What follows belongs to an exercise in optimizing a design on an open flow for small area and a short achievable clock period; a production flow would make more cautious choices. Function was not checked in any run shown here: the RTL went through the layout flow alone. The clock cells of runs 2 and 3 come from the design's own scripts or RTL, not from TritonCTS. The clock input has no modelled driver; a real chip could not lean on it and would need a root buffer or a full tree. No activity file was given, so power comes from the tool's default toggle rates.

File: flow/run.sh
#!/bin/bash
# Own layout flow: the standard flow (standard.sh) with the standard synthesis
# unchanged, small port buffers, and (flow/skew.tcl, run after clock tree synthesis)
# a separate delayed clock branch for the internal pipeline register.
# Each step writes its full output to its own log file here.
set -euo pipefail
here=$(pwd)
extra=()
while IFS= read -r line; do
  [[ -z "$line" || "$line" == \#* ]] && continue
  extra+=("${line//@HERE@/$here}")
done < flow/extra.txt
bash standard.sh synth > "$here/synth.log" 2>&1
bash standard.sh "${extra[@]}" floorplan > "$here/floorplan.log" 2>&1
bash standard.sh "${extra[@]}" place > "$here/place.log" 2>&1
bash standard.sh "${extra[@]}" cts > "$here/cts.log" 2>&1
bash standard.sh "${extra[@]}" route > "$here/route.log" 2>&1
bash standard.sh "${extra[@]}" finish > "$here/finish.log" 2>&1
File: flow/extra.txt
# make variables for the layout steps (one per line; @HERE@ is the work folder)
BUFFER_PORTS_ARGS=-buffer_cell sky130_fd_sc_hd__buf_1
MATCH_CELL_FOOTPRINT=0
POST_CTS_TCL=@HERE@/flow/skew.tcl
SKEW_PATTERN=r2_*
SKEW_CLOCK_PORT=clk
SKEW_DRIVER=sky130_fd_sc_hd__clkbuf_16
SKEW_CANDIDATES=none sky130_fd_sc_hd__clkbuf_1 sky130_fd_sc_hd__clkdlybuf4s15_1 sky130_fd_sc_hd__clkdlybuf4s25_1 sky130_fd_sc_hd__clkdlybuf4s50_1 sky130_fd_sc_hd__clkdlybuf4s50_1+sky130_fd_sc_hd__clkdlybuf4s15_1 sky130_fd_sc_hd__clkdlybuf4s50_1+sky130_fd_sc_hd__clkdlybuf4s25_1 sky130_fd_sc_hd__clkdlybuf4s50_1+sky130_fd_sc_hd__clkdlybuf4s50_1 sky130_fd_sc_hd__clkdlybuf4s50_1+sky130_fd_sc_hd__clkdlybuf4s50_1+sky130_fd_sc_hd__clkdlybuf4s25_1 sky130_fd_sc_hd__clkdlybuf4s50_1+sky130_fd_sc_hd__clkdlybuf4s50_1+sky130_fd_sc_hd__clkdlybuf4s50_1
SKEW_HOLD_MARGIN=0.05
SKEW_MAIN_DRIVER=sky130_fd_sc_hd__clkbuf_16
File: flow/skew.tcl
# POST_CTS hook: runs flow/skew_body.tcl at global scope (see that file).
uplevel #0 [list source [file join [file dirname [info script]] skew_body.tcl]]
File: flow/skew_body.tcl
# POST_CTS hook: give the internal pipeline register (cells matching SKEW_PATTERN)
# its own clock branch, a buffer chain from the clock port whose delay balances
# the register-to-register paths into and out of it. The registers that face
# the ports stay on the standard clock tree. Hold is repaired afterwards.
set pattern $::env(SKEW_PATTERN)
set block [ord::get_db_block]
set db [ord::get_db]
set_propagated_clock [all_clocks]

set flops {}
foreach inst [$block getInsts] {
  if {[string match $pattern [$inst getName]] && [$inst findITerm CLK] ne "NULL"} { lappend flops $inst }
}
puts "SKEW: [llength $flops] registers match $pattern"
set clk_net [[$block findBTerm $::env(SKEW_CLOCK_PORT)] getNet]

# centroid of the skewed registers
set sx 0; set sy 0
foreach f $flops { lassign [$f getLocation] x y; set sx [expr {$sx + $x}]; set sy [expr {$sy + $y}] }
set cx [expr {int($sx / [llength $flops])}]
set cy [expr {int($sy / [llength $flops])}]

# move the registers to a new net
set old_nets {}
set skew_net [odb::dbNet_create $block skew_clk_leaf]
$skew_net setSigType CLOCK
foreach f $flops {
  set it [$f findITerm CLK]
  set n [$it getNet]
  if {$n ne "NULL"} { lappend old_nets $n }
  $it disconnect
  $it connect $skew_net
}

set chain {}
set chain_nets {}
proc build_chain {cells} {
  global block db chain chain_nets clk_net skew_net cx cy
  foreach i $chain { odb::dbInst_destroy $i }
  foreach n $chain_nets { odb::dbNet_destroy $n }
  set chain {}; set chain_nets {}
  set prev $clk_net
  set k 0
  set ncell [llength $cells]
  foreach c $cells {
    incr k
    set inst [odb::dbInst_create $block [$db findMaster $c] skew_clk_buf_$k]
    $inst setLocation [expr {$cx + 2000 * $k}] $cy
    $inst setPlacementStatus PLACED
    [$inst findITerm A] connect $prev
    if {$k == $ncell} {
      set out $skew_net
    } else {
      set out [odb::dbNet_create $block skew_clk_n$k]
      $out setSigType CLOCK
      lappend chain_nets $out
    }
    [$inst findITerm X] connect $out
    lappend chain $inst
    set prev $out
  }
}

# remove clock tree buffers left without loads
proc prune_tree {} {
  global block
  set again 1
  while {$again} {
    set again 0
    foreach inst [$block getInsts] {
      set m [[$inst getMaster] getName]
      if {![string match *clkbuf* $m] && ![string match *clkinv* $m] && ![string match *bufinv* $m] && ![string match *inv_* $m]} { continue }
      if {![string match clk* [$inst getName]]} { continue }
      set out [$inst findITerm X]
      if {$out eq "NULL"} { set out [$inst findITerm Y] }
      if {$out eq "NULL"} { continue }
      set n [$out getNet]
      if {$n eq "NULL" || [llength [$n getITerms]] <= 1 && [llength [$n getBTerms]] == 0} {
        puts "SKEW: removing unloaded clock cell [$inst getName]"
        odb::dbInst_destroy $inst
        if {$n ne "NULL"} { odb::dbNet_destroy $n }
        set again 1
      }
    }
  }
}
# optionally replace the rest of the tree by one buffer from the port (small designs)
if {[info exists ::env(SKEW_MAIN_DRIVER)] && $::env(SKEW_MAIN_DRIVER) ne ""} {
  set main {}
  foreach inst [$block getInsts] {
    if {[lsearch -exact $flops $inst] >= 0} { continue }
    set it [$inst findITerm CLK]
    if {$it eq "NULL" || ![[$inst getMaster] isSequential]} { continue }
    lappend main $inst
  }
  set mx 0; set my 0
  foreach f $main { lassign [$f getLocation] x y; set mx [expr {$mx + $x}]; set my [expr {$my + $y}] }
  set mx [expr {int($mx / [llength $main])}]
  set my [expr {int($my / [llength $main])}]
  set main_net [odb::dbNet_create $block main_clk_leaf]
  $main_net setSigType CLOCK
  foreach f $main {
    set it [$f findITerm CLK]
    $it disconnect
    $it connect $main_net
  }
  set mb [odb::dbInst_create $block [$db findMaster $::env(SKEW_MAIN_DRIVER)] main_clk_buf]
  $mb setLocation $mx $my
  $mb setPlacementStatus PLACED
  [$mb findITerm A] connect $clk_net
  [$mb findITerm X] connect $main_net
  puts "SKEW: [llength $main] other registers on one [$::env(SKEW_MAIN_DRIVER)]"
}
prune_tree

set best ""
set best_ws -1e9
set drv $::env(SKEW_DRIVER)
foreach cand $::env(SKEW_CANDIDATES) {
  set cells [concat [split $cand +] $drv]
  if {$cand eq "none"} { set cells $drv }
  build_chain $cells
  estimate_parasitics -placement
  set ws [worst_slack -max]
  puts "SKEW: chain $cells worst setup slack $ws"
  if {$ws > $best_ws + 0.005} { set best_ws $ws; set best $cells }
}
puts "SKEW: chosen chain $best ($best_ws)"
build_chain $best
detailed_placement
estimate_parasitics -placement
puts "SKEW: after placement: setup [worst_slack -max] hold [worst_slack -min]"
repair_timing -hold -hold_margin $::env(SKEW_HOLD_MARGIN) -verbose
detailed_placement
check_placement -verbose
estimate_parasitics -placement
puts "SKEW: final: setup [worst_slack -max] hold [worst_slack -min]"
File: standard.sh
#!/bin/bash
# synth_recipe.tcl (not shown) runs the flow's synth.tcl, then flattens the netlist and writes it again
# the make line also repeats each setting of config.mk as NAME=value (left out here)
make -C /OpenROAD-flow-scripts/flow DESIGN_CONFIG=/design/flow/config.mk WORK_HOME=/design/flow/orfs CLKGATE_MAP_FILE= SYNTH_SCRIPT=/design/flow/synth_recipe.tcl "${@:-finish}"
File: config.mk
export PLATFORM = sky130hd
export DESIGN_NAME = multiplier
export DESIGN_NICKNAME = multiplier
export VERILOG_FILES = /design/flow/design.v
export SDC_FILE = /design/flow/constraint.sdc
export NUM_CORES = 4
export LEC_CHECK = 0
export CAP_MARGIN = 20
export CORE_MARGIN = 2
export CORE_UTILIZATION = 40
export SLEW_MARGIN = 20
export SYNTH_HIERARCHICAL = 1
File: constraint.sdc
create_clock -name core_clock -period 4.0 [get_ports {clk}]
set_input_delay 0.8000 -clock core_clock [delete_from_list [all_inputs] [get_ports {clk}]]
set_output_delay 0.8000 -clock core_clock [all_outputs]
set_load 0.01 [all_outputs]
File: design.v
module fa(input a, input b, input ci, output s, output co);
  assign s = a ^ b ^ ci;
  assign co = (a & b) | (a & ci) | (b & ci);
endmodule
module or2m(input a, input b, output y);
  assign y = a | b;
endmodule
module nor2m(input a, input b, output y);
  assign y = ~(a | b);
endmodule
module multiplier(clk, INPUT_A, INPUT_B, RES);
  input clk;
  input [7:0] INPUT_A, INPUT_B;
  output reg [15:0] RES;
  reg [7:0] a_r, b_r;
  reg r2_p0;
  reg r2_p1;
  reg r2_p2;
  reg r2_p3;
  reg r2_p4;
  reg r2_cin;
  reg r2_g5;
  reg r2_q5;
  reg r2_g6;
  reg r2_q6;
  reg r2_g7;
  reg r2_q7;
  reg r2_g8;
  reg r2_q8;
  reg r2_g9;
  reg r2_q9;
  reg r2_g10;
  reg r2_q10;
  reg r2_g11;
  reg r2_q11;
  reg r2_g12;
  reg r2_q12;
  reg r2_g13;
  reg r2_q13;
  reg r2_g14;
  reg r2_q14;
  wire [15:0] prod;
  wire pp1;
  wire pp2;
  wire pp3;
  wire pp4;
  wire pp5;
  wire pp6;
  wire pp7;
  wire pp8;
  wire pp9;
  wire pp10;
  wire pp11;
  wire pp12;
  wire pp13;
  wire pp14;
  wire pp15;
  wire pp16;
  wire pp17;
  wire pp18;
  wire pp19;
  wire pp20;
  wire pp21;
  wire pp22;
  wire pp23;
  wire pp24;
  wire pp25;
  wire pp26;
  wire pp27;
  wire pp28;
  wire pp29;
  wire pp30;
  wire pp31;
  wire pp32;
  wire pp33;
  wire pp34;
  wire pp35;
  wire pp36;
  wire pp37;
  wire pp38;
  wire pp39;
  wire pp40;
  wire pp41;
  wire pp42;
  wire pp43;
  wire pp44;
  wire pp45;
  wire pp46;
  wire pp47;
  wire pp48;
  wire pp49;
  wire pp50;
  wire pp51;
  wire pp52;
  wire pp53;
  wire pp54;
  wire pp55;
  wire pp56;
  wire pp57;
  wire pp58;
  wire pp59;
  wire pp60;
  wire pp61;
  wire pp62;
  wire pp63;
  wire pp64;
  wire s65;
  wire c66;
  wire s67;
  wire c68;
  wire s69;
  wire c70;
  wire s71;
  wire c72;
  wire s73;
  wire c74;
  wire s75;
  wire c76;
  wire s77;
  wire c78;
  wire s79;
  wire c80;
  wire s81;
  wire c82;
  wire s83;
  wire c84;
  wire s85;
  wire c86;
  wire s87;
  wire c88;
  wire s89;
  wire c90;
  wire s91;
  wire c92;
  wire s93;
  wire c94;
  wire s95;
  wire c96;
  wire s97;
  wire c98;
  wire s99;
  wire c100;
  wire s101;
  wire c102;
  wire s103;
  wire c104;
  wire s105;
  wire c106;
  wire s107;
  wire c108;
  wire s109;
  wire c110;
  wire s111;
  wire c112;
  wire s113;
  wire c114;
  wire s115;
  wire c116;
  wire s117;
  wire c118;
  wire s119;
  wire c120;
  wire s121;
  wire c122;
  wire s123;
  wire c124;
  wire s125;
  wire c126;
  wire s127;
  wire c128;
  wire s129;
  wire c130;
  wire s131;
  wire c132;
  wire s133;
  wire c134;
  wire s135;
  wire c136;
  wire s137;
  wire c138;
  wire s139;
  wire c140;
  wire s141;
  wire c142;
  wire s143;
  wire c144;
  wire s145;
  wire c146;
  wire s147;
  wire c148;
  wire s149;
  wire c150;
  wire s151;
  wire c152;
  wire s153;
  wire c154;
  wire s155;
  wire c156;
  wire g157;
  wire p158;
  wire g159;
  wire p160;
  wire g161;
  wire p162;
  wire g163;
  wire p164;
  wire g165;
  wire p166;
  wire g167;
  wire p168;
  wire g169;
  wire p170;
  wire g171;
  wire p172;
  wire g173;
  wire p174;
  wire g175;
  wire p176;
  wire g177;
  wire G1_178;
  wire P1_179;
  wire G1_180;
  wire P1_181;
  wire G1_182;
  wire P1_183;
  wire G1_184;
  wire P1_185;
  wire G1_186;
  wire P1_187;
  wire G2_188;
  wire P2_189;
  wire G2_190;
  wire P2_191;
  wire G2_192;
  wire P2_193;
  wire G2_194;
  wire P2_195;
  wire G2_196;
  wire P2_197;
  wire G3_198;
  wire P3_199;
  wire G3_200;
  wire P3_201;
  wire G3_202;
  wire P3_203;
  wire G3_204;
  wire P3_205;
  wire G4_206;
  wire P4_207;
  wire G4_208;
  wire P4_209;
  wire G4_210;
  wire P4_211;
  always @(posedge clk) begin
    a_r <= INPUT_A;
    b_r <= INPUT_B;
    r2_p0 <= ~pp1;
    r2_p1 <= s149;
    r2_p2 <= s151;
    r2_p3 <= s153;
    r2_p4 <= s155;
    r2_cin <= c156;
    r2_g5 <= g157;
    r2_q5 <= p158;
    r2_g6 <= g159;
    r2_q6 <= p160;
    r2_g7 <= g161;
    r2_q7 <= p162;
    r2_g8 <= g163;
    r2_q8 <= p164;
    r2_g9 <= g165;
    r2_q9 <= p166;
    r2_g10 <= g167;
    r2_q10 <= p168;
    r2_g11 <= g169;
    r2_q11 <= p170;
    r2_g12 <= g171;
    r2_q12 <= p172;
    r2_g13 <= g173;
    r2_q13 <= p174;
    r2_g14 <= g175;
    r2_q14 <= p176;
    RES <= prod;
  end
  assign pp1 = ~(a_r[0] & b_r[0]);
  assign pp2 = ~(a_r[0] & b_r[1]);
  assign pp3 = ~(a_r[0] & b_r[2]);
  assign pp4 = ~(a_r[0] & b_r[3]);
  assign pp5 = ~(a_r[0] & b_r[4]);
  assign pp6 = ~(a_r[0] & b_r[5]);
  assign pp7 = ~(a_r[0] & b_r[6]);
  assign pp8 = ~(a_r[0] & b_r[7]);
  assign pp9 = ~(a_r[1] & b_r[0]);
  assign pp10 = ~(a_r[1] & b_r[1]);
  assign pp11 = ~(a_r[1] & b_r[2]);
  assign pp12 = ~(a_r[1] & b_r[3]);
  assign pp13 = ~(a_r[1] & b_r[4]);
  assign pp14 = ~(a_r[1] & b_r[5]);
  assign pp15 = ~(a_r[1] & b_r[6]);
  assign pp16 = ~(a_r[1] & b_r[7]);
  assign pp17 = ~(a_r[2] & b_r[0]);
  assign pp18 = ~(a_r[2] & b_r[1]);
  assign pp19 = ~(a_r[2] & b_r[2]);
  assign pp20 = ~(a_r[2] & b_r[3]);
  assign pp21 = ~(a_r[2] & b_r[4]);
  assign pp22 = ~(a_r[2] & b_r[5]);
  assign pp23 = ~(a_r[2] & b_r[6]);
  assign pp24 = ~(a_r[2] & b_r[7]);
  assign pp25 = ~(a_r[3] & b_r[0]);
  assign pp26 = ~(a_r[3] & b_r[1]);
  assign pp27 = ~(a_r[3] & b_r[2]);
  assign pp28 = ~(a_r[3] & b_r[3]);
  assign pp29 = ~(a_r[3] & b_r[4]);
  assign pp30 = ~(a_r[3] & b_r[5]);
  assign pp31 = ~(a_r[3] & b_r[6]);
  assign pp32 = ~(a_r[3] & b_r[7]);
  assign pp33 = ~(a_r[4] & b_r[0]);
  assign pp34 = ~(a_r[4] & b_r[1]);
  assign pp35 = ~(a_r[4] & b_r[2]);
  assign pp36 = ~(a_r[4] & b_r[3]);
  assign pp37 = ~(a_r[4] & b_r[4]);
  assign pp38 = ~(a_r[4] & b_r[5]);
  assign pp39 = ~(a_r[4] & b_r[6]);
  assign pp40 = ~(a_r[4] & b_r[7]);
  assign pp41 = ~(a_r[5] & b_r[0]);
  assign pp42 = ~(a_r[5] & b_r[1]);
  assign pp43 = ~(a_r[5] & b_r[2]);
  assign pp44 = ~(a_r[5] & b_r[3]);
  assign pp45 = ~(a_r[5] & b_r[4]);
  assign pp46 = ~(a_r[5] & b_r[5]);
  assign pp47 = ~(a_r[5] & b_r[6]);
  assign pp48 = ~(a_r[5] & b_r[7]);
  assign pp49 = ~(a_r[6] & b_r[0]);
  assign pp50 = ~(a_r[6] & b_r[1]);
  assign pp51 = ~(a_r[6] & b_r[2]);
  assign pp52 = ~(a_r[6] & b_r[3]);
  assign pp53 = ~(a_r[6] & b_r[4]);
  assign pp54 = ~(a_r[6] & b_r[5]);
  assign pp55 = ~(a_r[6] & b_r[6]);
  assign pp56 = ~(a_r[6] & b_r[7]);
  assign pp57 = ~(a_r[7] & b_r[0]);
  assign pp58 = ~(a_r[7] & b_r[1]);
  assign pp59 = ~(a_r[7] & b_r[2]);
  assign pp60 = ~(a_r[7] & b_r[3]);
  assign pp61 = ~(a_r[7] & b_r[4]);
  assign pp62 = ~(a_r[7] & b_r[5]);
  assign pp63 = ~(a_r[7] & b_r[6]);
  assign pp64 = ~(a_r[7] & b_r[7]);
  assign s65 = ~(pp7 ^ pp14);
  or2m u_orc66 (.a(pp7), .b(pp14), .y(c66));
  fa u_fa1 (.a(pp8), .b(pp15), .ci(pp22), .s(s67), .co(c68));
  assign s69 = ~(pp29 ^ pp36);
  or2m u_orc70 (.a(pp29), .b(pp36), .y(c70));
  fa u_fa2 (.a(pp16), .b(pp23), .ci(pp30), .s(s71), .co(c72));
  assign s73 = ~(pp37 ^ pp44);
  or2m u_orc74 (.a(pp37), .b(pp44), .y(c74));
  fa u_fa3 (.a(pp24), .b(pp31), .ci(pp38), .s(s75), .co(c76));
  assign s77 = ~(pp5 ^ pp12);
  or2m u_orc78 (.a(pp5), .b(pp12), .y(c78));
  fa u_fa4 (.a(pp6), .b(pp13), .ci(pp20), .s(s79), .co(c80));
  assign s81 = ~(pp27 ^ pp34);
  or2m u_orc82 (.a(pp27), .b(pp34), .y(c82));
  fa u_fa5 (.a(pp21), .b(pp28), .ci(pp35), .s(s83), .co(c84));
  fa u_fa6 (.a(pp42), .b(pp49), .ci(s65), .s(s85), .co(c86));
  fa u_fa7 (.a(pp43), .b(pp50), .ci(pp57), .s(s87), .co(c88));
  fa u_fa8 (.a(c66), .b(s69), .ci(s67), .s(s89), .co(c90));
  fa u_fa9 (.a(pp51), .b(pp58), .ci(c70), .s(s91), .co(c92));
  fa u_fa10 (.a(s73), .b(c68), .ci(s71), .s(s93), .co(c94));
  fa u_fa11 (.a(pp45), .b(pp52), .ci(pp59), .s(s95), .co(c96));
  fa u_fa12 (.a(c74), .b(c72), .ci(s75), .s(s97), .co(c98));
  fa u_fa13 (.a(pp32), .b(pp39), .ci(pp46), .s(s99), .co(c100));
  fa u_fa14 (.a(pp53), .b(pp60), .ci(c76), .s(s101), .co(c102));
  fa u_fa15 (.a(pp40), .b(pp47), .ci(pp54), .s(s103), .co(c104));
  assign s105 = ~(pp4 ^ pp11);
  or2m u_orc106 (.a(pp4), .b(pp11), .y(c106));
  fa u_fa16 (.a(pp19), .b(pp26), .ci(pp33), .s(s107), .co(c108));
  fa u_fa17 (.a(pp41), .b(c78), .ci(s81), .s(s109), .co(c110));
  fa u_fa18 (.a(c82), .b(c80), .ci(s83), .s(s111), .co(c112));
  fa u_fa19 (.a(c84), .b(s87), .ci(c86), .s(s113), .co(c114));
  fa u_fa20 (.a(c88), .b(s91), .ci(c90), .s(s115), .co(c116));
  fa u_fa21 (.a(s95), .b(c92), .ci(c94), .s(s117), .co(c118));
  fa u_fa22 (.a(c96), .b(s99), .ci(s101), .s(s119), .co(c120));
  fa u_fa23 (.a(pp61), .b(c100), .ci(s103), .s(s121), .co(c122));
  fa u_fa24 (.a(pp48), .b(pp55), .ci(pp62), .s(s123), .co(c124));
  assign s125 = ~(pp3 ^ pp10);
  or2m u_orc126 (.a(pp3), .b(pp10), .y(c126));
  fa u_fa25 (.a(pp18), .b(pp25), .ci(s105), .s(s127), .co(c128));
  fa u_fa26 (.a(c106), .b(s77), .ci(s107), .s(s129), .co(c130));
  fa u_fa27 (.a(c108), .b(s79), .ci(s109), .s(s131), .co(c132));
  fa u_fa28 (.a(c110), .b(s85), .ci(s111), .s(s133), .co(c134));
  fa u_fa29 (.a(c112), .b(s89), .ci(s113), .s(s135), .co(c136));
  fa u_fa30 (.a(s93), .b(c114), .ci(s115), .s(s137), .co(c138));
  fa u_fa31 (.a(s97), .b(c116), .ci(s117), .s(s139), .co(c140));
  fa u_fa32 (.a(c98), .b(s119), .ci(c118), .s(s141), .co(c142));
  fa u_fa33 (.a(c102), .b(s121), .ci(c120), .s(s143), .co(c144));
  fa u_fa34 (.a(c104), .b(s123), .ci(c122), .s(s145), .co(c146));
  fa u_fa35 (.a(pp56), .b(pp63), .ci(c124), .s(s147), .co(c148));
  assign s149 = ~pp2 ^ ~pp9;
  assign c150 = ~pp2 & ~pp9;
  assign s151 = ~pp17 ^ ~s125 ^ c150;
  assign c152 = (~pp17 & ~s125) | (~pp17 & c150) | (~s125 & c150);
  assign s153 = ~s127 ^ ~c126 ^ c152;
  assign c154 = (~s127 & ~c126) | (~s127 & c152) | (~c126 & c152);
  assign s155 = ~s129 ^ ~c128 ^ c154;
  assign c156 = (~s129 & ~c128) | (~s129 & c154) | (~c128 & c154);
  nor2m u_norg157 (.a(s131), .b(c130), .y(g157));
  assign p158 = s131 ^ c130;
  nor2m u_norg159 (.a(s133), .b(c132), .y(g159));
  assign p160 = s133 ^ c132;
  nor2m u_norg161 (.a(s135), .b(c134), .y(g161));
  assign p162 = s135 ^ c134;
  nor2m u_norg163 (.a(s137), .b(c136), .y(g163));
  assign p164 = s137 ^ c136;
  nor2m u_norg165 (.a(s139), .b(c138), .y(g165));
  assign p166 = s139 ^ c138;
  nor2m u_norg167 (.a(s141), .b(c140), .y(g167));
  assign p168 = s141 ^ c140;
  nor2m u_norg169 (.a(s143), .b(c142), .y(g169));
  assign p170 = s143 ^ c142;
  nor2m u_norg171 (.a(s145), .b(c144), .y(g171));
  assign p172 = s145 ^ c144;
  nor2m u_norg173 (.a(s147), .b(c146), .y(g173));
  assign p174 = s147 ^ c146;
  nor2m u_norg175 (.a(pp64), .b(c148), .y(g175));
  assign p176 = pp64 ^ c148;
  assign prod[0] = r2_p0;
  assign prod[1] = r2_p1;
  assign prod[2] = r2_p2;
  assign prod[3] = r2_p3;
  assign prod[4] = r2_p4;
  assign g177 = r2_g5 | (r2_q5 & r2_cin);
  assign G1_178 = r2_g6 | (r2_q6 & g177);
  assign P1_179 = r2_q6 & r2_q5;
  assign G1_180 = r2_g8 | (r2_q8 & r2_g7);
  assign P1_181 = r2_q8 & r2_q7;
  assign G1_182 = r2_g10 | (r2_q10 & r2_g9);
  assign P1_183 = r2_q10 & r2_q9;
  assign G1_184 = r2_g12 | (r2_q12 & r2_g11);
  assign P1_185 = r2_q12 & r2_q11;
  assign G1_186 = r2_g14 | (r2_q14 & r2_g13);
  assign P1_187 = r2_q14 & r2_q13;
  assign G2_188 = r2_g7 | (r2_q7 & G1_178);
  assign P2_189 = r2_q7 & P1_179;
  assign G2_190 = G1_180 | (P1_181 & G1_178);
  assign P2_191 = P1_181 & P1_179;
  assign G2_192 = r2_g11 | (r2_q11 & G1_182);
  assign P2_193 = r2_q11 & P1_183;
  assign G2_194 = G1_184 | (P1_185 & G1_182);
  assign P2_195 = P1_185 & P1_183;
  assign G2_196 = 1'b0 | (1'b0 & G1_186);
  assign P2_197 = 1'b0 & P1_187;
  assign G3_198 = r2_g9 | (r2_q9 & G2_190);
  assign P3_199 = r2_q9 & P2_191;
  assign G3_200 = G1_182 | (P1_183 & G2_190);
  assign P3_201 = P1_183 & P2_191;
  assign G3_202 = G2_192 | (P2_193 & G2_190);
  assign P3_203 = P2_193 & P2_191;
  assign G3_204 = G2_194 | (P2_195 & G2_190);
  assign P3_205 = P2_195 & P2_191;
  assign G4_206 = r2_g13 | (r2_q13 & G3_204);
  assign P4_207 = r2_q13 & P3_205;
  assign G4_208 = G1_186 | (P1_187 & G3_204);
  assign P4_209 = P1_187 & P3_205;
  assign G4_210 = G2_196 | (P2_197 & G3_204);
  assign P4_211 = P2_197 & P3_205;
  assign prod[5] = r2_q5 ^ r2_cin;
  assign prod[6] = r2_q6 ^ g177;
  assign prod[7] = r2_q7 ^ G1_178;
  assign prod[8] = r2_q8 ^ G2_188;
  assign prod[9] = r2_q9 ^ G2_190;
  assign prod[10] = r2_q10 ^ G3_198;
  assign prod[11] = r2_q11 ^ G3_200;
  assign prod[12] = r2_q12 ^ G3_202;
  assign prod[13] = r2_q13 ^ G3_204;
  assign prod[14] = r2_q14 ^ G4_206;
  assign prod[15] = 1'b0 ^ G4_208;
endmodule
==> summary.txt, run 1 <==
Die H=~87 µm; post-DP HPWL=around 3.4 mm; synthesis warning total=7; Cell Area, Synth=between 0.002 and 0.003 mm²; post-synthesis sequential area ratio=0.424; Cells after Synth=around 250; clock sink total=58; syn_area_per_cell=between 10 and 15 µm²; Error=Error: cts.tcl, 90 invalid command name "sky130_fd_sc_hd__clkbuf_16"; last stage reached=clock tree synthesis (4_1_cts); Area after DPL=slightly below 0.003 mm²; Post-Place Cells=350; outcome=did not finish; Synth Register Bits=between 50 and 60; synth unique cells=23; FP Rows=30; Ports=33; Buffers on Ports=32; chip width=86.7 µm; routability cong.=0.846; Mapped Nets=310; initial cell density of the core=0.407
-- per-module statistics from Yosys (local to each module, per instance) --
module,area [µm²],times used,flops+latches
multiplier,1950,1,58
fa,20.0,35,0
or2m,6.26,7,0
nor2m,3.75,10,0
-- worst max path at each step --
stage	startpoint	to	slack, ns	cells after the start
after detailed placement	a_r[2]	r2_q10	1.26	6
after floorplan	b_r[7]	r2_q10	1.38	7
after global placement	b_r[7]	r2_q10	1.30	6
-- synthesized netlist by cell type --
master,instances,area share
mux2i_1,1,0.0037
or2_1,7,0.016
dfxtp_1,58,0.42
or2_2,2,0.0046
a21oi_1,5,0.0091
fa_1,38,0.28
o211ai_1,1,0.0027
clkbuf_1,1,0.0014
o21ai_0,1,0.0018
xnor2_1,10,0.032
nor3_1,2,0.0037
nor2_1,15,0.021
a21o_1,1,0.0027
a21oi_2,1,0.0032
buf_2,10,0.018
and2_1,4,0.0091
ha_1,6,0.027
inv_1,7,0.0096
nor2b_1,1,0.0023
nand2_1,65,0.089
a221oi_1,1,0.0032
xor2_1,11,0.035
o21ai_1,1,0.0018
-- stage by stage --
stage          hold WS, ns  setup WS, ns
3_5_place_dp         0.314          1.26
3_3_place_gp         0.311          1.30
2_1_floorplan        0.310          1.38
-- cells by family after synthesis --
kind of cell | Yosys count | share of synthesized area
DFF | 58 | 0.424
buffers and inverters | 18 | 0.0293
muxes | 1 | 0.00366
and+or+nand+nor | 96 | 0.145
AOI/OAI and AO/OA | 11 | 0.0247
adders and majority gates | 44 | 0.305
xor gates and xnor gates | 21 | 0.0672
-- power groups by stage --
stage          logic, µW  registers [µW]  clock network (µW)
3_3_place_gp         495             834                   0
2_1_floorplan        363             846                   0
3_5_place_dp         509             837                   0
==> run 2, diff against run 1 <==
--- a/design.v
+++ b/design.v
@@ -9,4 +9,10 @@
   assign y = ~(a | b);
 endmodule
+module gcell(input gh, input ph, input gl, output g);
+  assign g = gh | (ph & gl);
+endmodule
+module pcell(input ph, input pl, output p);
+  assign p = ph & pl;
+endmodule
 module multiplier(clk, INPUT_A, INPUT_B, RES);
   input clk;
@@ -219,5 +225,4 @@
   wire g177;
   wire G1_178;
-  wire P1_179;
   wire G1_180;
   wire P1_181;
@@ -229,27 +234,13 @@
   wire P1_187;
   wire G2_188;
-  wire P2_189;
   wire G2_190;
   wire P2_191;
-  wire G2_192;
-  wire P2_193;
-  wire G2_194;
-  wire P2_195;
-  wire G2_196;
-  wire P2_197;
-  wire G3_198;
-  wire P3_199;
-  wire G3_200;
-  wire P3_201;
-  wire G3_202;
-  wire P3_203;
-  wire G3_204;
-  wire P3_205;
-  wire G4_206;
-  wire P4_207;
-  wire G4_208;
-  wire P4_209;
-  wire G4_210;
-  wire P4_211;
+  wire G3_192;
+  wire G7_194;
+  wire G7_196;
+  wire G8_198;
+  wire G8_200;
+  wire G8_202;
+  wire G8_204;
   always @(posedge clk) begin
     a_r <= INPUT_A;
@@ -430,48 +421,33 @@
   assign prod[4] = r2_p4;
   assign g177 = r2_g5 | (r2_q5 & r2_cin);
-  assign G1_178 = r2_g6 | (r2_q6 & g177);
-  assign P1_179 = r2_q6 & r2_q5;
-  assign G1_180 = r2_g8 | (r2_q8 & r2_g7);
-  assign P1_181 = r2_q8 & r2_q7;
-  assign G1_182 = r2_g10 | (r2_q10 & r2_g9);
-  assign P1_183 = r2_q10 & r2_q9;
-  assign G1_184 = r2_g12 | (r2_q12 & r2_g11);
-  assign P1_185 = r2_q12 & r2_q11;
-  assign G1_186 = r2_g14 | (r2_q14 & r2_g13);
-  assign P1_187 = r2_q14 & r2_q13;
-  assign G2_188 = r2_g7 | (r2_q7 & G1_178);
-  assign P2_189 = r2_q7 & P1_179;
-  assign G2_190 = G1_180 | (P1_181 & G1_178);
-  assign P2_191 = P1_181 & P1_179;
-  assign G2_192 = r2_g11 | (r2_q11 & G1_182);
-  assign P2_193 = r2_q11 & P1_183;
-  assign G2_194 = G1_184 | (P1_185 & G1_182);
-  assign P2_195 = P1_185 & P1_183;
-  assign G2_196 = 1'b0 | (1'b0 & G1_186);
-  assign P2_197 = 1'b0 & P1_187;
-  assign G3_198 = r2_g9 | (r2_q9 & G2_190);
-  assign P3_199 = r2_q9 & P2_191;
-  assign G3_200 = G1_182 | (P1_183 & G2_190);
-  assign P3_201 = P1_183 & P2_191;
-  assign G3_202 = G2_192 | (P2_193 & G2_190);
-  assign P3_203 = P2_193 & P2_191;
-  assign G3_204 = G2_194 | (P2_195 & G2_190);
-  assign P3_205 = P2_195 & P2_191;
-  assign G4_206 = r2_g13 | (r2_q13 & G3_204);
-  assign P4_207 = r2_q13 & P3_205;
-  assign G4_208 = G1_186 | (P1_187 & G3_204);
-  assign P4_209 = P1_187 & P3_205;
-  assign G4_210 = G2_196 | (P2_197 & G3_204);
-  assign P4_211 = P2_197 & P3_205;
+  gcell u_G1_178 (.gh(r2_g6), .ph(r2_q6), .gl(g177), .g(G1_178));
+  gcell u_G1_180 (.gh(r2_g8), .ph(r2_q8), .gl(r2_g7), .g(G1_180));
+  pcell u_P1_181 (.ph(r2_q8), .pl(r2_q7), .p(P1_181));
+  gcell u_G1_182 (.gh(r2_g10), .ph(r2_q10), .gl(r2_g9), .g(G1_182));
+  pcell u_P1_183 (.ph(r2_q10), .pl(r2_q9), .p(P1_183));
+  gcell u_G1_184 (.gh(r2_g12), .ph(r2_q12), .gl(r2_g11), .g(G1_184));
+  pcell u_P1_185 (.ph(r2_q12), .pl(r2_q11), .p(P1_185));
+  gcell u_G1_186 (.gh(r2_g14), .ph(r2_q14), .gl(r2_g13), .g(G1_186));
+  pcell u_P1_187 (.ph(r2_q14), .pl(r2_q13), .p(P1_187));
+  gcell u_G2_188 (.gh(G1_180), .ph(P1_181), .gl(G1_178), .g(G2_188));
+  gcell u_G2_190 (.gh(G1_184), .ph(P1_185), .gl(G1_182), .g(G2_190));
+  pcell u_P2_191 (.ph(P1_185), .pl(P1_183), .p(P2_191));
+  gcell u_G3_192 (.gh(G2_190), .ph(P2_191), .gl(G2_188), .g(G3_192));
+  gcell u_G7_194 (.gh(G1_182), .ph(P1_183), .gl(G2_188), .g(G7_194));
+  gcell u_G7_196 (.gh(G1_186), .ph(P1_187), .gl(G3_192), .g(G7_196));
+  gcell u_G8_198 (.gh(r2_g7), .ph(r2_q7), .gl(G1_178), .g(G8_198));
+  gcell u_G8_200 (.gh(r2_g9), .ph(r2_q9), .gl(G2_188), .g(G8_200));
+  gcell u_G8_202 (.gh(r2_g11), .ph(r2_q11), .gl(G7_194), .g(G8_202));
+  gcell u_G8_204 (.gh(r2_g13), .ph(r2_q13), .gl(G3_192), .g(G8_204));
   assign prod[5] = r2_q5 ^ r2_cin;
   assign prod[6] = r2_q6 ^ g177;
   assign prod[7] = r2_q7 ^ G1_178;
-  assign prod[8] = r2_q8 ^ G2_188;
-  assign prod[9] = r2_q9 ^ G2_190;
-  assign prod[10] = r2_q10 ^ G3_198;
-  assign prod[11] = r2_q11 ^ G3_200;
-  assign prod[12] = r2_q12 ^ G3_202;
-  assign prod[13] = r2_q13 ^ G3_204;
-  assign prod[14] = r2_q14 ^ G4_206;
-  assign prod[15] = 1'b0 ^ G4_208;
+  assign prod[8] = r2_q8 ^ G8_198;
+  assign prod[9] = r2_q9 ^ G2_188;
+  assign prod[10] = r2_q10 ^ G8_200;
+  assign prod[11] = r2_q11 ^ G7_194;
+  assign prod[12] = r2_q12 ^ G8_202;
+  assign prod[13] = r2_q13 ^ G3_192;
+  assign prod[14] = r2_q14 ^ G8_204;
+  assign prod[15] = 1'b0 ^ G7_196;
 endmodule
--- a/flow/skew_body.tcl
+++ b/flow/skew_body.tcl
@@ -110,5 +110,5 @@
   [$mb findITerm A] connect $clk_net
   [$mb findITerm X] connect $main_net
-  puts "SKEW: [llength $main] other registers on one [$::env(SKEW_MAIN_DRIVER)]"
+  puts "SKEW: [llength $main] other registers on one $::env(SKEW_MAIN_DRIVER)"
 }
 prune_tree
==> run 2 against run 1 <==
Now clean on timing, DRC and antenna; synthesized cell count decreased by 3.2%; synthesized area about the same.
==> summary.txt, run 2 <==
Tot GR Track Use=0.124; Buf/Inv on CP=0; worst setup margin=between 1.5 and 2 ns; ant diodes=0; RR Endpoint=RES[14]; Ports=33 (unchanged); Worst Path Max Fanout=4; Final period util=0.593; Core Box Area=0.00672 mm²; Synth Flop Type=dfxtp_1; post-synthesis sequential area ratio=0.425 (about the same); Worst IR Drop VDD=roughly 0.23 mV; min cycle time layout=about 2.4 ns; Design Area, Final=a little under 0.003 mm²; RSZ-0062 raised after global routing=false; DR WL/cell=roughly 12 µm; Area contributors post-synth=dfxtp_1 42%, fa_1 28%, nand2_1 7.7%, xor2_1 6.4%, a21o_1 3.8%; initial antenna violation count=0; Cell Area, Synth=0.00273 mm² (about the same); WP data arrival=2.45 ns; multi-input logic area=approximately 0.0015 mm²; area share of the largest cell type after synthesis=0.425 (about the same); clock sink total=58 (unchanged); post-layout util=0.441; post-DP HPWL=3.26 mm (-2.8%); worst hold margin=0.102 ns; sequential cell area=about 0.0012 mm²; setup TNS=0 ns; Die H=86.7 µm (about the same); crit-path cells=ha_1, or2_2, a21o_1, a21o_1, a21o_1, a21o_1, xor2_1; Clk Latency, worst-skew pair=0.70 ns; Mapped Nets=298 (-3.9%); Worst setup EP type=flop; EDFF count, synth=0 (unchanged); Largest Register=RES; GRT overflow=0; Peak Freq=421 MHz; first-pass GRT wire length=7.31 mm; Area after DPL=0.00290 mm² (about the same); outcome=finished clean; number of max-cap violations=0; final hold viol count=0; pin count of the biggest net entering global routing=33; Buffers on Ports=32 (unchanged); layout cell share with drive strength beyond 1=0.0340; worst r2r src=r2_cin; DRT antenna net count=0; starting DRC count in detailed routing=47; Area growth syn-to-layout=8.28%; Hold Crit Class=reg2reg; Worst-Margin Slew=between 0.3 and 0.4 ns; Critical Path Slowest Stage Cell=dfxtp_1; CP top delay family=compound AO/OA/AOI/OAI gates; post-DR vias/cell=4.65; R2R depth=7; min-delay src=b_r[7]; most frequent cells in the layout=58 x dfxtp_1, 56 x nand2_1, 38 x fa_1; top cells by count, synth=58 x dfxtp_1, 56 x nand2_1, 38 x fa_1, 20 x xor2_1, 14 x a21o_1; Setup crit start kind=flop; fillcell total=approximately 650; Static Leak=~0.0012 µW; CP most frequent cell=a21o_1; vias in the first global route=~1700; Post-Route WL=4.02 mm; most frequent cell after synthesis=dfxtp_1; worst reg2reg setup slack=roughly 1.6 ns; syn_area_per_cell=11.3 µm² (+3.2%); Max Slew Vio Count=0; biggest registers after layout=RES (16), a_r (8), b_r (8); initial cell density of the core=0.407 (about the same); FP Rows=30 (unchanged); synthesis warning total=7 (unchanged); Largest register FFs=16; chip width=86.7 µm (about the same); Largest stage delay, worst path=0.32 ns; Yosys top cell by area=dfxtp_1; Cells after Synth=241 (-3.2%); Synth Register Bits=58 (unchanged); Pwr Density=527 mW/mm²; CP required=about 4.1 ns; Final setup viols=0; relative slew slack=0.768; Setup WS pre-CTS=1.19 ns (-0.0693 ns); Worst-path clk slew=between 0.1 and 0.15 ns; routability cong.=0.871 (+3.0%); final net count=between 300 and 400; drt drc=0; DIE AREA=about 0.0075 mm²; Hold EP=r2_g14; Via Count=roughly 1600; first-pass detailed-route iteration total=5; commonest non-fill, non-tap cell in the layout=dfxtp_1; asr flop ratio synth=0 (unchanged); WHS Path Cells=2; Crit Path Class=reg2reg; clk_skew=around 0.53 ns; synth unique cells=16 (-30%)
[run 2: metrics by stage]
| step | cells | total power [µW] |
|---|---|---|
| 3_3_place_gp | 342 | 1320 |
| 6_report | 345 | 1560 |
| 3_5_place_dp | 342 | 1330 |
| 2_1_floorplan | 241 | 1210 |
| 5_1_grt | 345 | 1700 |
[run 2: modules after synthesis, one instance, submodules excluded]
module	flops+latches	copies in the design
pcell	0	5
multiplier	58	1
nor2m	0	10
gcell	0	14
or2m	0	7
fa	0	35
[run 2: metal layers]
metal,share of wire,global-route usage
met4,0.015,0.0455
met3,0.035,0.0190
met2,0.52,0.235
met5,0,0
met1,0.43,0.140
[run 2: power breakdown]
part	total (µW)	internal [µW]	switching (µW)	leakage (µW)
clock network	260	109	151	0.0000286
logic	483	237	247	0.000717
registers	816	741	75.3	0.000486
total	1560	1090	473	0.00123
[run 2: cell families after synthesis]
logic type	share of synthesized area
and+or+nand+nor	0.140
adders and majority gates	0.287
DFF	0.425
AOI/OAI and AO/OA	0.0384
xor gates and xnor gates	0.0833
buffers and inverters	0.0265
[run 2: tightest hold or removal path: stages (launching register included)]
cell and delay (ns):
dfxtp_1 0.40, nand2_1 0.13, nor2_1 0.05
[run 2: worst max path at each step]
stage,endpoint,cells after the start,slack (ns),from
floorplan,r2_q8,6,1.38,a_r[0]
global placement,r2_q10,6,1.29,b_r[7]
detailed placement,r2_q8,6,1.19,a_r[0]
global route,RES[14],7,1.52,r2_cin
finish,RES[14],7,1.63,r2_cin
[run 2: final cells by class]
class / count / share of cell area
timing repair buffer: 32 / 0.0406
sequential: 58 / 0.392
tap: 80 / 0.0338
inverter: 5 / 0.00634
multi-input combinational: 167 / 0.507
buffer: 3 / 0.0203
==> run 3, diff against run 2 <==
--- a/design.v
+++ b/design.v
@@ -233,14 +233,36 @@
   wire G1_186;
   wire P1_187;
-  wire G2_188;
-  wire G2_190;
-  wire P2_191;
-  wire G3_192;
-  wire G7_194;
-  wire G7_196;
-  wire G8_198;
-  wire G8_200;
-  wire G8_202;
-  wire G8_204;
+  wire G1_188;
+  wire P1_189;
+  wire G1_190;
+  wire P1_191;
+  wire G1_192;
+  wire P1_193;
+  wire G1_194;
+  wire P1_195;
+  wire G2_198;
+  wire G2_200;
+  wire G2_202;
+  wire P2_203;
+  wire G2_204;
+  wire P2_205;
+  wire G2_206;
+  wire P2_207;
+  wire G2_208;
+  wire P2_209;
+  wire G2_210;
+  wire P2_211;
+  wire G2_212;
+  wire P2_213;
+  wire G3_216;
+  wire G3_218;
+  wire G3_220;
+  wire G3_222;
+  wire G3_224;
+  wire P3_225;
+  wire G3_226;
+  wire P3_227;
+  wire G4_230;
+  wire G4_232;
   always @(posedge clk) begin
     a_r <= INPUT_A;
@@ -422,32 +444,54 @@
   assign g177 = r2_g5 | (r2_q5 & r2_cin);
   gcell u_G1_178 (.gh(r2_g6), .ph(r2_q6), .gl(g177), .g(G1_178));
-  gcell u_G1_180 (.gh(r2_g8), .ph(r2_q8), .gl(r2_g7), .g(G1_180));
-  pcell u_P1_181 (.ph(r2_q8), .pl(r2_q7), .p(P1_181));
-  gcell u_G1_182 (.gh(r2_g10), .ph(r2_q10), .gl(r2_g9), .g(G1_182));
-  pcell u_P1_183 (.ph(r2_q10), .pl(r2_q9), .p(P1_183));
-  gcell u_G1_184 (.gh(r2_g12), .ph(r2_q12), .gl(r2_g11), .g(G1_184));
-  pcell u_P1_185 (.ph(r2_q12), .pl(r2_q11), .p(P1_185));
-  gcell u_G1_186 (.gh(r2_g14), .ph(r2_q14), .gl(r2_g13), .g(G1_186));
-  pcell u_P1_187 (.ph(r2_q14), .pl(r2_q13), .p(P1_187));
-  gcell u_G2_188 (.gh(G1_180), .ph(P1_181), .gl(G1_178), .g(G2_188));
-  gcell u_G2_190 (.gh(G1_184), .ph(P1_185), .gl(G1_182), .g(G2_190));
-  pcell u_P2_191 (.ph(P1_185), .pl(P1_183), .p(P2_191));
-  gcell u_G3_192 (.gh(G2_190), .ph(P2_191), .gl(G2_188), .g(G3_192));
-  gcell u_G7_194 (.gh(G1_182), .ph(P1_183), .gl(G2_188), .g(G7_194));
-  gcell u_G7_196 (.gh(G1_186), .ph(P1_187), .gl(G3_192), .g(G7_196));
-  gcell u_G8_198 (.gh(r2_g7), .ph(r2_q7), .gl(G1_178), .g(G8_198));
-  gcell u_G8_200 (.gh(r2_g9), .ph(r2_q9), .gl(G2_188), .g(G8_200));
-  gcell u_G8_202 (.gh(r2_g11), .ph(r2_q11), .gl(G7_194), .g(G8_202));
-  gcell u_G8_204 (.gh(r2_g13), .ph(r2_q13), .gl(G3_192), .g(G8_204));
+  gcell u_G1_180 (.gh(r2_g7), .ph(r2_q7), .gl(r2_g6), .g(G1_180));
+  pcell u_P1_181 (.ph(r2_q7), .pl(r2_q6), .p(P1_181));
+  gcell u_G1_182 (.gh(r2_g8), .ph(r2_q8), .gl(r2_g7), .g(G1_182));
+  pcell u_P1_183 (.ph(r2_q8), .pl(r2_q7), .p(P1_183));
+  gcell u_G1_184 (.gh(r2_g9), .ph(r2_q9), .gl(r2_g8), .g(G1_184));
+  pcell u_P1_185 (.ph(r2_q9), .pl(r2_q8), .p(P1_185));
+  gcell u_G1_186 (.gh(r2_g10), .ph(r2_q10), .gl(r2_g9), .g(G1_186));
+  pcell u_P1_187 (.ph(r2_q10), .pl(r2_q9), .p(P1_187));
+  gcell u_G1_188 (.gh(r2_g11), .ph(r2_q11), .gl(r2_g10), .g(G1_188));
+  pcell u_P1_189 (.ph(r2_q11), .pl(r2_q10), .p(P1_189));
+  gcell u_G1_190 (.gh(r2_g12), .ph(r2_q12), .gl(r2_g11), .g(G1_190));
+  pcell u_P1_191 (.ph(r2_q12), .pl(r2_q11), .p(P1_191));
+  gcell u_G1_192 (.gh(r2_g13), .ph(r2_q13), .gl(r2_g12), .g(G1_192));
+  pcell u_P1_193 (.ph(r2_q13), .pl(r2_q12), .p(P1_193));
+  gcell u_G1_194 (.gh(r2_g14), .ph(r2_q14), .gl(r2_g13), .g(G1_194));
+  pcell u_P1_195 (.ph(r2_q14), .pl(r2_q13), .p(P1_195));
+  gcell u_G2_198 (.gh(G1_180), .ph(P1_181), .gl(g177), .g(G2_198));
+  gcell u_G2_200 (.gh(G1_182), .ph(P1_183), .gl(G1_178), .g(G2_200));
+  gcell u_G2_202 (.gh(G1_184), .ph(P1_185), .gl(G1_180), .g(G2_202));
+  pcell u_P2_203 (.ph(P1_185), .pl(P1_181), .p(P2_203));
+  gcell u_G2_204 (.gh(G1_186), .ph(P1_187), .gl(G1_182), .g(G2_204));
+  pcell u_P2_205 (.ph(P1_187), .pl(P1_183), .p(P2_205));
+  gcell u_G2_206 (.gh(G1_188), .ph(P1_189), .gl(G1_184), .g(G2_206));
+  pcell u_P2_207 (.ph(P1_189), .pl(P1_185), .p(P2_207));
+  gcell u_G2_208 (.gh(G1_190), .ph(P1_191), .gl(G1_186), .g(G2_208));
+  pcell u_P2_209 (.ph(P1_191), .pl(P1_187), .p(P2_209));
+  gcell u_G2_210 (.gh(G1_192), .ph(P1_193), .gl(G1_188), .g(G2_210));
+  pcell u_P2_211 (.ph(P1_193), .pl(P1_189), .p(P2_211));
+  gcell u_G2_212 (.gh(G1_194), .ph(P1_195), .gl(G1_190), .g(G2_212));
+  pcell u_P2_213 (.ph(P1_195), .pl(P1_191), .p(P2_213));
+  gcell u_G3_216 (.gh(G2_202), .ph(P2_203), .gl(g177), .g(G3_216));
+  gcell u_G3_218 (.gh(G2_204), .ph(P2_205), .gl(G1_178), .g(G3_218));
+  gcell u_G3_220 (.gh(G2_206), .ph(P2_207), .gl(G2_198), .g(G3_220));
+  gcell u_G3_222 (.gh(G2_208), .ph(P2_209), .gl(G2_200), .g(G3_222));
+  gcell u_G3_224 (.gh(G2_210), .ph(P2_211), .gl(G2_202), .g(G3_224));
+  pcell u_P3_225 (.ph(P2_211), .pl(P2_203), .p(P3_225));
+  gcell u_G3_226 (.gh(G2_212), .ph(P2_213), .gl(G2_204), .g(G3_226));
+  pcell u_P3_227 (.ph(P2_213), .pl(P2_205), .p(P3_227));
+  gcell u_G4_230 (.gh(G3_224), .ph(P3_225), .gl(g177), .g(G4_230));
+  gcell u_G4_232 (.gh(G3_226), .ph(P3_227), .gl(G1_178), .g(G4_232));
   assign prod[5] = r2_q5 ^ r2_cin;
   assign prod[6] = r2_q6 ^ g177;
   assign prod[7] = r2_q7 ^ G1_178;
-  assign prod[8] = r2_q8 ^ G8_198;
-  assign prod[9] = r2_q9 ^ G2_188;
-  assign prod[10] = r2_q10 ^ G8_200;
-  assign prod[11] = r2_q11 ^ G7_194;
-  assign prod[12] = r2_q12 ^ G8_202;
-  assign prod[13] = r2_q13 ^ G3_192;
-  assign prod[14] = r2_q14 ^ G8_204;
-  assign prod[15] = 1'b0 ^ G7_196;
+  assign prod[8] = r2_q8 ^ G2_198;
+  assign prod[9] = r2_q9 ^ G2_200;
+  assign prod[10] = r2_q10 ^ G3_216;
+  assign prod[11] = r2_q11 ^ G3_218;
+  assign prod[12] = r2_q12 ^ G3_220;
+  assign prod[13] = r2_q13 ^ G3_222;
+  assign prod[14] = r2_q14 ^ G4_230;
+  assign prod[15] = 1'b0 ^ G4_232;
 endmodule
==> run 3 against run 2 <==
Clock skew down 0.0055 ns; register-to-register slack improved by 0.09 ns; global-route usage increased by 1.3 points; die area is 5.3% higher; setup slack gained 0.086 ns; worst hold slack better by 0.0067 ns; sequential cell count is the same; first-iteration DRC count is 81% higher; fmax is 3.8% higher; core utilization rose by 1.5 points; power is 6.6% higher.
==> summary.txt, run 3 <==
Pwr Density=531 mW/mm² (+0.81%); post-synthesis sequential area ratio=0.402 (-0.0223); drt drc=0 (unchanged); Buffers on Ports=32 (unchanged); FP Rows=30 (unchanged); relative slew slack=0.771 (+0.00244); DR WL/cell=12.1 µm (+3.8%); asr flop ratio synth=0 (unchanged); number of max-cap violations=0 (unchanged); pin count of the biggest net entering global routing=33 (unchanged); Cells after Synth=263 (+9.1%); Final setup viols=0 (unchanged); Final period util=0.572 (-0.0215); DRT antenna net count=0 (unchanged); Area contributors post-synth=dfxtp_1 40%, fa_1 26%, nand2_1 7.3%, a21o_1 6.5%, xor2_1 6.1%; Max Slew Vio Count=0 (unchanged); final net count=346 (+6.8%); Hold EP=r2_g14; Static Leak=0.00137 µW (+11%); CP required=4.58 ns (+0.50 ns); Ports=33 (unchanged); Post-Route WL=4.64 mm (+15%); Core Box Area=0.00687 mm² (+2.2%); Area growth syn-to-layout=8.54%; most frequent cells in the layout=58 x dfxtp_1, 56 x nand2_1, 38 x fa_1; starting DRC count in detailed routing=85 (+81%); Mapped Nets=320 (+7.4%); Clk Latency, worst-skew pair=0.69 ns (about the same); routability cong.=0.817 (-6.2%); WHS Path Cells=2 (unchanged); vias in the first global route=1776 (+3.5%); ant diodes=0 (unchanged); Worst-Margin Slew=0.344 ns (-0.00366 ns); Hold Crit Class=reg2reg; area share of the largest cell type after synthesis=0.402 (-0.0223); post-DP HPWL=3.80 mm (+17%); Worst IR Drop VDD=0.222 mV (-3.2%); Worst setup EP type=flop; WP data arrival=2.87 ns (+0.42 ns); biggest registers after layout=RES (16), a_r (8), b_r (8); synth unique cells=16 (unchanged); outcome=finished clean; chip width=88.9 µm (+2.6%); post-DR vias/cell=4.52 (-2.8%); min-delay src=b_r[7]; Peak Freq=437 MHz (+3.8%); EDFF count, synth=0 (unchanged); worst r2r src=a_r[0]; Worst Path Max Fanout=8 (+4); min cycle time layout=2.29 ns (-0.0860 ns); Via Count=1730 (+7.9%); DIE AREA=0.00791 mm² (+5.3%); Largest register FFs=16 (unchanged); setup TNS=0 ns (unchanged); Synth Register Bits=58 (unchanged); top cells by count, synth=58 x dfxtp_1, 56 x nand2_1, 38 x fa_1, 25 x a21o_1, 20 x xor2_1; Die H=88.9 µm (+2.6%); synthesis warning total=7 (unchanged); first-pass detailed-route iteration total=4 (-1); RR Endpoint=r2_q8; most frequent cell after synthesis=dfxtp_1; Yosys top cell by area=dfxtp_1; worst reg2reg setup slack=1.71 ns (+0.09 ns); Worst-path clk slew=0.11 ns (about the same); Synth Flop Type=dfxtp_1; Final Non-Filler Cells=383 (+11%); Setup crit start kind=flop; syn_area_per_cell=11.0 µm² (-3.3%); layout cell share with drive strength beyond 1=0.0314 (-0.00260); Largest Register=RES; Post-Place Cells=380 (+11%); Tot GR Track Use=0.137 (+0.0129); Cell Area, Synth=0.00289 mm² (+5.5%); clk_skew=0.521 ns (-0.00552 ns); first-pass GRT wire length=8.32 mm (+14%); clock sink total=58 (unchanged); commonest non-fill, non-tap cell in the layout=dfxtp_1; initial antenna violation count=0 (unchanged); RSZ-0062 raised after global routing=false; initial cell density of the core=0.420 (+0.0131); R2R depth=6 (-1); GRT overflow=0 (unchanged); final hold viol count=0 (unchanged); Crit Path Class=reg2reg
-- run 3: worst max path at each step --
stage	from	to	slack, ns	cells past startpoint
after floorplan	a_r[0]	r2_q8	1.38	6
after global placement	b_r[7]	r2_q10	1.28	6
after detailed placement	a_r[0]	r2_q8	1.21	6
after global routing	a_r[2]	r2_q10	1.59	6
final	a_r[0]	r2_q8	1.71	6
-- run 3: cell type report --
| type | instances | area (µm²) |
|---|---|---|
| fillers | 661 | 3740 |
| multi-input cells | 189 | 1650 |
| flip-flops and latches | 58 | 1160 |
| repair buffers | 32 | 120 |
| well taps | 96 | 120 |
| plain buffers | 3 | 60.1 |
| inverters | 5 | 18.8 |
-- run 3: layer usage --
layer	vias to the layer above	global-route usage	part of all wire
met5	-	0	0
met4	0	0.0421	0.016
met3	5	0.0203	0.032
met2	29	0.235	0.50
met1	843	0.181	0.46
li1	853	-	-
-- run 3: Yosys stat by module (local to each module, per instance) --
module      times used  cells inside
fa                  35             1
gcell               25             1
multiplier           1           170
nor2m               10             1
or2m                 7             1
pcell               16             1
-- run 3: logic make-up (layout without fill, tap and decap cells) --
group	Yosys count	count (layout)	synth area share
buf+inv	16	40	0.0252
xor+xnor	26	26	0.0789
fa+ha+maj	40	40	0.272
simple gates	98	98	0.156
compound gates	25	25	0.0650
flops	58	58	0.402
-- run 3: where the power goes --
part | internal (µW) | switching, µW | leakage (µW)
registers | 741 | 91.4 | 0.000486
logic | 278 | 293 | 0.000856
clock network | 109 | 151 | 0.0000286
total | 1130 | 535 | 0.00137
-- run 3: through the flow --
| stage | power [µW] | worst slack [ns] | utilization | hold slack, ns | cell area [µm²] |
|---|---|---|---|---|---|
| finish | 1660 | 1.71 | 0.456 | 0.108 | 3130 |
| global route | 1820 | 1.59 | 0.456 | 0.156 | 3130 |
| detailed placement | 1430 | 1.21 | 0.447 | 0.314 | 3070 |
| global placement | 1420 | 1.28 | 0.447 | 0.310 | 3070 |
| floorplan | 1280 | 1.38 | - | 0.310 | 2890 |
-- run 3: worst max-delay path, stage by stage, from the launching register on --
cell and delay, ns:
dfxtp_1 0.53, nand2_1 0.14, fa_1 0.50, fa_1 0.41, fa_1 0.52, fa_1 0.44
xor2_1 0.16

## port drivers added, routing unchanged
How much do the figures lean on ideal ports? The routed layouts below were timed once more, with nothing changed but the port constraints. Step 1 assumes that a clkbuf_16 drives the clock port and a buf_2 every other input. Step 2, shift: input delay + t, output delay - t, t = (earliest + latest rising clock arrival at the registers) / 2. This alone moves slack from input paths to output paths. a / b / c = ideal ports / drivers / drivers and shift; a / b = the first two.
| run | shift t [ns] | setup slack, ns | latest minus earliest clock arrival (ns) | worst register clock-pin slew, ns |
|---|---|---|---|---|
| run 2 | 0.477 | 1.627 / 1.627 / 1.627 | 0.527 / 0.526 | 0.12 / 0.12 |
| run 3 | 0.469 | 1.713 / 1.712 / 1.712 | 0.521 / 0.520 | 0.11 / 0.11 |
Clock arrivals are far apart in run 2 and run 3, so t is only a midpoint there and step 2 fits no single register. The setup slack of run 3, which loses most, moves by -0.001 ns with the drivers and by -0.001 ns with both steps.
